Background: an optimization exercise with open tools, aiming at a short achievable clock period and few clock cycles. Do not read the settings as production practice.
Only simulation tests tie the RTL to the original design; equivalence was not proved.
No activity file was given, so power comes from the tool's default toggle rates.

Setup of rev 12:
## dawn_cpu
module dawn_cpu(
    input  wire        clk_i,
    input  wire        rst_n_i,
    output wire [9:0]  imem_addr_o,
    input  wire [79:0] imem_data_i,
    output wire [9:0]  dmem_addr_o,
    output wire [63:0] dmem_wdata_o,
    output wire        dmem_we_o,
    input  wire [63:0] dmem_rdata_i,
    output wire        halted_o,
    output wire [1:0]  stat_o
);
localparam [3:0] RNONE = 4'hF;
localparam [3:0] RRSP  = 4'h4;
function cond;
    input [3:0] fn;
    input [2:0] c;       
    begin
        case (fn)
            4'h0: cond = 1'b1;
            4'h1:  cond = (c[1] ^ c[0]) | c[2];
            4'h2:   cond = c[1] ^ c[0];
            4'h3:   cond = c[2];
            4'h4:  cond = ~c[2];
            4'h5:  cond = ~(c[1] ^ c[0]);
            4'h6:   cond = ~(c[1] ^ c[0]) & ~c[2];
            default: cond = 1'b0;
        endcase
    end
endfunction
reg  [9:0]  pc;
reg         pc_bad;              
reg  [10:0] ras [0:3];           
reg  [1:0]  ras_ptr;
reg         fix;                 
reg  [63:0] fix_pc;
reg  [1:0]  fix_rp;
reg         D_valid;
reg  [3:0]  D_icode, D_ifun;
reg  [3:0]  D_srcA, D_srcB, D_dstE, D_dstM;
reg  [63:0] D_valC;
reg  [10:0] D_valP;              
reg  [10:0] D_alt;               
reg  [1:0]  D_stat;
reg         D_predT;
reg  [1:0]  D_rp;
  ...
export LEC_CHECK = 0
export ABC_CLOCK_PERIOD_IN_PS = 1000
export CAP_MARGIN = 20
export CORE_MARGIN = 2
export CORE_UTILIZATION = 40
export SLEW_MARGIN = 20
export TNS_END_PERCENT = 10
create_clock -name core_clock -period 10.0 [get_ports {clk_i}]
standard.sh (not shown) runs the stock make flow with config.mk's settings and CLKGATE_MAP_FILE= SYNTH_SCRIPT=/design/flow/synth_recipe.tcl, a recipe that flattens the netlist after the stock synthesis.
==> flow/flow/run.sh <==
#!/bin/bash
# Standard layout (the standard.sh), with timing repair aiming well
# below the clock period and sized port buffers. Each tool's output goes
# to standard.log.
export SETUP_SLACK_MARGIN=7
export BUFFER_PORTS_ARGS="-buffer_cell sky130_fd_sc_hd__buf_4"
bash standard.sh > standard.log 2>&1
Testbench counts of rev 12, summed over its fixed seeds: cycles 30,316.
Input-level comparison between rev 13 and rev 12:
diff --git a/flow/design.v b/flow/design.v
--- a/flow/design.v
+++ b/flow/design.v
@@ -37,13 +37,12 @@
 reg  [1:0]  fix_rp;
 reg         D_valid;
 reg  [3:0]  D_icode, D_ifun;
 reg  [3:0]  D_srcA, D_srcB, D_dstE, D_dstM;
 reg  [63:0] D_valC;
 reg  [10:0] D_valP;              
-reg  [10:0] D_alt;               
 reg  [1:0]  D_stat;
 reg         D_predT;
 reg  [1:0]  D_rp;
 reg  [10:0] D_rpred;
 reg         E_valid;
 reg  [63:0] E_a;                 
@@ -54,13 +53,13 @@
 reg         E_setcc, E_cmov, E_jmp, E_predT, E_mem, E_popret, E_store, E_ret;
 reg  [3:0]  E_ifun, E_dstE, E_dstM;
 reg  [63:0] E_sd;                
 reg         E_fwdS, E_ldS;       
 reg         E_ldA, E_ldB;        
 reg         E_logic;             
-reg  [10:0] E_valP, E_rpred, E_alt;
+reg  [10:0] E_valP, E_rpred;
 reg  [1:0]  E_stat, E_rp;
 reg  [2:0]  cc;                  
 reg         M_valid;
 reg  [63:0] M_valE, M_sd;
 reg  [63:0] M_valEn;             
 reg  [9:0]  M_addr;
@@ -112,14 +111,13 @@
         default:                            f_dstM = RNONE;
     endcase
 end
 wire D_isop = D_icode == 4'H6;
 wire D_jmp  = D_icode == 4'H7;
 wire f_resolv = ~(D_valid & D_isop) & ~(E_valid & E_setcc);
-wire f_predT  = f_resolv ? cond(f_ifun, cc_base) : (f_ifun != 4'h3);
-wire [10:0] f_alt = f_predT ? pc9 : {|f_dest[63:10], f_dest[9:0]};
+wire f_predT  = f_resolv ? cond(f_ifun, cc_base) : 1'b1;
 wire [10:0] ras_top = ras[ras_ptr];
 wire [1:0]  f_rp = (f_icode == 4'H8) ? ras_ptr + 2'd1 :
                    (f_icode == 4'H9)  ? ras_ptr - 2'd1 : ras_ptr;
 reg [9:0] f_npc;
 reg       f_nbad;
 always @(*) begin
@@ -152,14 +150,14 @@
 wire eA = E_valid & (E_dstE_eff != RNONE) & (E_dstE_eff == D_srcA);
 wire eB = E_valid & (E_dstE_eff != RNONE) & (E_dstE_eff == D_srcB);
 wire lA = E_valid & (E_dstM != RNONE) & (E_dstM == D_srcA);
 wire lB = E_valid & (E_dstM != RNONE) & (E_dstM == D_srcB);
 wire d_logic = (D_icode == 4'H2) | (D_isop & D_ifun[1]);
 wire stall   = D_valid & ((lA & d_aluA & ~d_logic) | (lB & d_useB & ~(D_isop & D_ifun[1])));
-wire e_redir = E_valid & E_jmp & (E_predT ^ cnd_E) & ~halted;
-wire d_redir = D_valid & D_jmp & ~(E_valid & E_setcc) & (D_predT ^ cnd_D) & ~halted;
+wire e_redir = E_valid & E_jmp & E_predT & ~cnd_E & ~halted;
+wire d_redir = D_valid & D_jmp & D_predT & ~(E_valid & E_setcc) & ~cnd_D & ~halted;
 wire m_retbad = M_valid & M_ret & (dmem_rdata_i != {53'b0, M_rpred});
 wire kill_D = e_redir | m_retbad | halted;
 wire kill_F = kill_D | d_redir | fix;
 wire [63:0] rfA = (D_srcA == RNONE) ? 64'd0 : rf[D_srcA];
 wire [63:0] rfB = (D_srcB == RNONE) ? 64'd0 : rf[D_srcB];
 wire mMA = M_valid & (M_dstM != RNONE) & (M_dstM == D_srcA);
@@ -230,15 +228,15 @@
         for (i = 0; i < 15; i = i + 1) rf[i] <= 64'd0;
     end else begin
         fix <= m_retbad;
         if (fix) begin
             pc <= fix_pc[9:0]; pc_bad <= |fix_pc[63:10]; ras_ptr <= fix_rp;
         end else if (e_redir) begin
-            pc <= E_alt[9:0]; pc_bad <= E_alt[10]; ras_ptr <= E_rp;
+            pc <= E_valP[9:0]; pc_bad <= E_valP[10]; ras_ptr <= E_rp;
         end else if (d_redir) begin
-            pc <= D_alt[9:0]; pc_bad <= D_alt[10]; ras_ptr <= D_rp;
+            pc <= D_valP[9:0]; pc_bad <= D_valP[10]; ras_ptr <= D_rp;
         end else if (~stall) begin
             pc <= f_npc; pc_bad <= f_nbad; ras_ptr <= f_rp;
         end
         if (~stall & (f_icode == 4'H8)) ras[ras_ptr + 2'd1] <= pc9;
         D_valid <= stall ? (D_valid & ~kill_D) : ~kill_F;
         E_valid <= D_valid & ~stall & ~kill_D;
@@ -262,13 +260,12 @@
         D_srcA  <= f_srcA;
         D_srcB  <= f_srcB;
         D_dstE  <= f_dstE;
         D_dstM  <= f_dstM;
         D_valC  <= f_valC;
         D_valP  <= pc9;
-        D_alt   <= f_alt;
         D_stat  <= f_stat;
         D_predT <= f_predT;
         D_rp    <= f_rp;
         D_rpred <= ras_top;
     end
     E_a     <= d_aluA ? valA : d_constA;
@@ -282,24 +279,23 @@
     E_ldS   <= lA & d_stA;
     E_sub   <= d_sub;
     E_op    <= D_isop ? D_ifun[1:0] : 2'd0;
     E_setcc <= D_isop;
     E_cmov  <= D_icode == 4'H2;
     E_jmp   <= D_jmp;
-    E_predT <= D_predT ^ d_redir;    
+    E_predT <= D_predT;
     E_mem   <= (D_icode == 4'H4) | (D_icode == 4'H5) | (D_icode == 4'H8) |
                (D_icode == 4'H9) | (D_icode == 4'HA) | (D_icode == 4'HB);
     E_popret <= (D_icode == 4'H9) | (D_icode == 4'HB);
     E_store <= (D_icode == 4'H4) | (D_icode == 4'H8) | (D_icode == 4'HA);
     E_ret   <= D_icode == 4'H9;
     E_ifun  <= D_ifun;
     E_dstE  <= D_dstE;
     E_dstM  <= D_dstM;
     E_sd    <= (D_icode == 4'H8) ? {53'd0, D_valP} : valA;
     E_valP  <= D_valP;
-    E_alt   <= D_alt;
     E_rpred <= D_rpred;
     E_stat  <= D_stat;
     E_rp    <= D_rp;
     M_valE  <= e_valE;
     M_valEn <= ~e_valE;
     M_sd    <= e_sd;
### Flow results
Full die area went down slightly going from rev 12 to rev 13.
Per the comparison of rev 13 with rev 12, power dissipated by switching net loads lost 1.2 mW, flip-flop and latch count shows a reduction of 11, setup slack on the worst flop-to-flop path increased by 0.19 ns relative to the old numbers, multi-input logic portion of the cell area now sits higher.
Against rev 12, the final cell area of rev 13 is lower.
Rev 13 against rev 12: initial antenna violation count went down by about 16%, part of the total power dissipated in combinational logic went down by 4.1 points, sequential share of layout area was more or less identical, smallest hold slack was more or less identical, post-route minimum period went down by 0.19 ns.
Total of clock buffers placed in the layout for rev 13: 5 down relative to rev 12
Testbench counts of rev 13, summed over its fixed seeds: cycles 30,644.

==> port drivers added, routing unchanged <==
Ports are ideal in the flow. The routed layouts listed here were re-timed in OpenROAD.
Step 1 sets driving cells, clkbuf_16 on the clock port and buf_2 on the other inputs (assumed; they add their load-dependent delay and slew).
Step 2, shift: input delay + t, output delay - t, t = (earliest + latest rising clock arrival at the registers) / 2. This alone moves slack from input paths to output paths.
Three values: ideal, step 1, step 2; two values: the first two.
run | t, ns | setup slack, ns | worst register clock-pin slew, ns
rev 12 | 0.980 | 5.928 / 5.928 / 5.154 | 0.07 / 0.07
rev 13 | 0.981 | 6.114 / 6.114 / 5.289 | 0.07 / 0.07
After both steps every run listed still meets setup and hold. For rev 13, which loses most, drivers alone change the setup slack by 0.000 ns; drivers and shift together by -0.825 ns.
